Background: an optimization exercise with open tools, aiming at small area, a short achievable clock period and few clock cycles per item. Do not read the settings as production practice. The RTL was checked by simulation tests, not by an equivalence proof against the original design. Power figures rest on the tool's default switching activity, not on a simulated workload.

Design CONV, start of the top module:
module CONV (
  output logic        busy,
  output logic [11:0] iaddr,
  output logic        cwr,
  output logic [11:0] caddr_wr,
  output logic [19:0] cdata_wr,
  output logic        crd,
  output logic [11:0] caddr_rd,
  output logic [ 2:0] csel,
  input               clk,
  input               reset,
  input        [19:0] idata,
  input        [19:0] cdata_rd,
  input               ready
);
For scale: ~2800 cells after synthesis, ~390 flip-flops, about 110 I/O pins.
clock: 9.5 ns
lec_check: 0
cap_margin: 20
core_margin: 2
core_utilization: 55
cts_buf_list: sky130_fd_sc_hd__clkbuf_4 sky130_fd_sc_hd__clkbuf_8
place_density: 0.72
setup_slack_margin: 5
slew_margin: 20
tns_end_percent: 100
standard.sh (not shown) runs the stock make flow with config.mk's settings and CLKGATE_MAP_FILE= SYNTH_SCRIPT=/design/flow/synth_recipe.tcl, a recipe that flattens the netlist after the stock synthesis.
==> flow/flow/run.sh <==
#!/bin/bash
set -euo pipefail
MARGIN=6
sed "s/SETUP_SLACK_MARGIN=[0-9.]*/SETUP_SLACK_MARGIN=$MARGIN/" standard.sh > standard_margin.sh
bash standard_margin.sh > flow.log 2>&1
Testbench counts at the start, summed over its fixed seeds: cycles 147,528, images 12.
Rerun with:
- CTS_CLUSTER_DIAMETER: not set -> 50
- CTS_CLUSTER_SIZE: not set -> 12
=>
- The new run completed with no timing, DRC or antenna violations
- clock-buffer cell count came out lower by 43
- register-to-register slack gets worse by 40 ps
- power came out lower by 7.6%
- die area does not change
- sequential power barely changes
Rerun with:
- CTS_CLUSTER_DIAMETER: 50 -> 60
- CTS_CLUSTER_SIZE: 12 -> 15
The new run passed the timing, design-rule and antenna checks.
Core utilization went down by 0.26 points.
Final area came out lower by 0.43%.
Sequential cell count is unchanged.
Register-to-register slack barely changes.
Count of clock-buffer cells in the layout went down by 11.
Sequential share of layout area grows by 0.10 points.
Power shrinks by 1.7%.
Routed wire length shrinks by 0.54%.
Worst hold slack stays flat.

* * *

Another version of the RTL of CONV (not shown whole).
For scale: about 2800 cells after synthesis, roughly 110 I/O pins, roughly 28000 sq um of cells after synthesis.
Settings: LEC_CHECK=0, CAP_MARGIN=20, CORE_MARGIN=2, CORE_UTILIZATION=65, PLACE_DENSITY=0.85, SETUP_SLACK_MARGIN=5, SLEW_MARGIN=20, TNS_END_PERCENT=100; clock period 9.5 ns.
Scripts as last shown in full above: flow/flow/run.sh
Testbench counts at the start, summed over its fixed seeds: cycles 147,528, images 12.
Next try:
==> flow/flow/run.sh (replaced) <==
#!/bin/bash
set -euo pipefail
MARGIN=6.25
sed "s/SETUP_SLACK_MARGIN=[0-9.]*/SETUP_SLACK_MARGIN=$MARGIN/" standard.sh > standard_margin.sh
bash standard_margin.sh > flow.log 2>&1
CORE_UTILIZATION = 55   (was 65)
PLACE_DENSITY = 0.72   (was 0.85)
Outcome: Register-to-register slack improved by 0.12 ns; sequential power barely changes; worst setup slack gains 0.21 ns; via count drops slightly.
Next try:
==> flow/run.sh (new file) <==
#!/bin/bash
# synth_recipe.tcl (not shown) runs the flow's synth.tcl, then flattens the netlist and writes it again
# the make line also repeats each setting of config.mk as NAME=value (left out here)
make -C /OpenROAD-flow-scripts/flow DESIGN_CONFIG=/design/flow/config.mk WORK_HOME=/design/flow/orfs CLKGATE_MAP_FILE= SYNTH_SCRIPT=/design/flow/synth_recipe.tcl finish
removed: flow/flow/run.sh
removed: flow/standard.sh
The new run ran to the end with no violations.
Combinational power is lower by about 2%.
Via count decreases by 4.8%.
Synthesized area does not change.
Clock power grows by about 3%.
Design area shrinks by 5.4%.
Total power hardly moves.
Non-clock buffer count went down by 104.
Worst setup slack is worse by 0.90 ns.
Sequential power barely changes.
Next try:
==> flow/flow/run.sh (new file) <==
#!/bin/bash
set -euo pipefail
MARGIN=6
sed "s/SETUP_SLACK_MARGIN=[0-9.]*/SETUP_SLACK_MARGIN=$MARGIN/" standard.sh > standard_margin.sh
bash standard_margin.sh > flow.log 2>&1
==> flow/standard.sh (new file) <==
#!/bin/bash
# synth_recipe.tcl (not shown) runs the flow's synth.tcl, then flattens the netlist and writes it again
# the make line also repeats each setting of config.mk as NAME=value (left out here)
make -C /OpenROAD-flow-scripts/flow DESIGN_CONFIG=/design/flow/config.mk WORK_HOME=/design/flow/orfs CLKGATE_MAP_FILE= SYNTH_SCRIPT=/design/flow/synth_recipe.tcl "${@:-finish}"
CTS_BUF_LIST = sky130_fd_sc_hd__clkbuf_4 sky130_fd_sc_hd__clkbuf_8   (was not set)
removed: flow/run.sh
What happened: Hold slack loses 0.016 ns. Final cell count came out higher by about 2%. Global-route usage goes up by 0.52 points. Worst setup slack gets better by 0.87 ns. Flip-flop and latch count does not change. Sequential share of layout area came out lower by 0.44 points.

* * *

Setup of lane 1:
CONV, a different RTL version from the one above (not shown whole).
Size in the first run: ~2800 cells after synthesis, roughly 110 I/O pins.
==> flow/config.mk <==
export PLATFORM = sky130hd
export DESIGN_NAME = CONV
export DESIGN_NICKNAME = CONV
export VERILOG_FILES = /design/flow/design.v
export SDC_FILE = /design/flow/constraint.sdc
export NUM_CORES = 4
export LEC_CHECK = 0
export CAP_MARGIN = 20
export CORE_MARGIN = 2
export CORE_UTILIZATION = 40
export PLACE_DENSITY = 0.6
export SETUP_SLACK_MARGIN = 5
export SLEW_MARGIN = 20
export TNS_END_PERCENT = 100
==> flow/constraint.sdc <==
create_clock -name core_clock -period 9.5 [get_ports {clk}]
set_input_delay 1.9000 -clock core_clock [delete_from_list [all_inputs] [get_ports {clk}]]
set_output_delay 1.9000 -clock core_clock [all_outputs]
set_load 0.01 [all_outputs]
run.sh (not shown) runs the stock make flow with config.mk's settings and CLKGATE_MAP_FILE= SYNTH_SCRIPT=/design/flow/synth_recipe.tcl, a recipe that flattens the netlist after the stock synthesis.
Stock flow here: none of the scripts above is used.
Testbench counts of lane 1, summed over its fixed seeds: cycles 147,528, images 12.
[inputs] lane 2 vs lane 1
==> flow/flow/run.sh (new file) <==
#!/bin/bash
set -euo pipefail
MARGIN=6
sed "s/SETUP_SLACK_MARGIN=[0-9.]*/SETUP_SLACK_MARGIN=$MARGIN/" standard.sh > standard_margin.sh
bash standard_margin.sh > flow.log 2>&1
==> flow/standard.sh (new file) <==
#!/bin/bash
# synth_recipe.tcl (not shown) runs the flow's synth.tcl, then flattens the netlist and writes it again
# the make line also repeats each setting of config.mk as NAME=value (left out here)
make -C /OpenROAD-flow-scripts/flow DESIGN_CONFIG=/design/flow/config.mk WORK_HOME=/design/flow/orfs CLKGATE_MAP_FILE= SYNTH_SCRIPT=/design/flow/synth_recipe.tcl "${@:-finish}"
removed: flow/run.sh
### Flow results
[compare] base=lane 1 new=lane 2: part of the total power dissipated in sequential elements went down; number of inserted filler cells in the final layout went down; worst setup slack went up; count of multi-input combinational gates did not really move. Power density relative to cell area down about 2% in lane 2 wrt lane 1. In the reports for lane 2 and lane 1, the larger sequential share of cell area belongs to lane 1. Diff lane 1 -> lane 2 | sequential power | down slightly. On lane 2: multi-input logic area is 760 µm² higher than what lane 1 gave.

## re-timing with driven ports
In the flow no input, the clock included, has a driving cell. The finished layouts below were timed again as built, in two steps.
Step 1 assumes that a clkbuf_16 drives the clock port and a buf_2 every other input.
Step 2 moves the port delays by t, midway between the first and last clock arrival at a register: inputs arrive t later, outputs are due t later. That takes back most of the time a late clock gives input paths.
Three values: ideal ports, drivers, drivers and shift; two values: the first two.
| run | t (ns) | slack for setup (ns) | hold WS [ns] | worst setup path at the end | latest minus earliest clock arrival (ns) |
|---|---|---|---|---|---|
| the first run of note 1 | 0.710 | 5.983 / 5.998 / 5.310 | 0.407 / 0.407 / 0.407 | input to register | 0.046 / 0.046 |
| the second run of note 1 | 0.693 | 6.019 / 6.004 / 5.355 | 0.411 / 0.411 / 0.411 | input to register | 0.046 / 0.046 |
| the third run of note 1 | 0.699 | 6.032 / 5.990 / 5.365 | 0.413 / 0.413 / 0.413 | input to register | 0.039 / 0.040 |
| the first run of note 2 | 0.651 | 5.870 / 5.892 / 5.241 | 0.410 / 0.410 / 0.410 | input to register | 0.041 / 0.041 |
| the second run of note 2 | 0.665 | 6.079 / 6.100 / 5.435 | 0.406 / 0.406 / 0.406 | input to register | 0.029 / 0.029 |
| the third run of note 2 | 0.657 | 5.183 / 5.183 / 4.595 | 0.431 / 0.431 / 0.431 | input to register | 0.019 / 0.019 |
| the fourth run of note 2 | 0.705 | 6.051 / 6.002 / 5.388 | 0.415 / 0.415 / 0.415 | input to register | 0.056 / 0.055 |
| lane 1 | 0.641 | 5.216 / 5.216 / 4.700 | 0.412 / 0.412 / 0.412 | input to register | 0.029 / 0.029 |
| lane 2 | 0.643 | 5.658 / 5.681 / 5.038 | 0.406 / 0.406 / 0.406 | input to register | 0.026 / 0.025 |
After both steps every run listed still meets setup and hold. For the first run of note 1, which loses most, drivers alone change the setup slack by +0.015 ns; drivers and shift together by -0.673 ns.
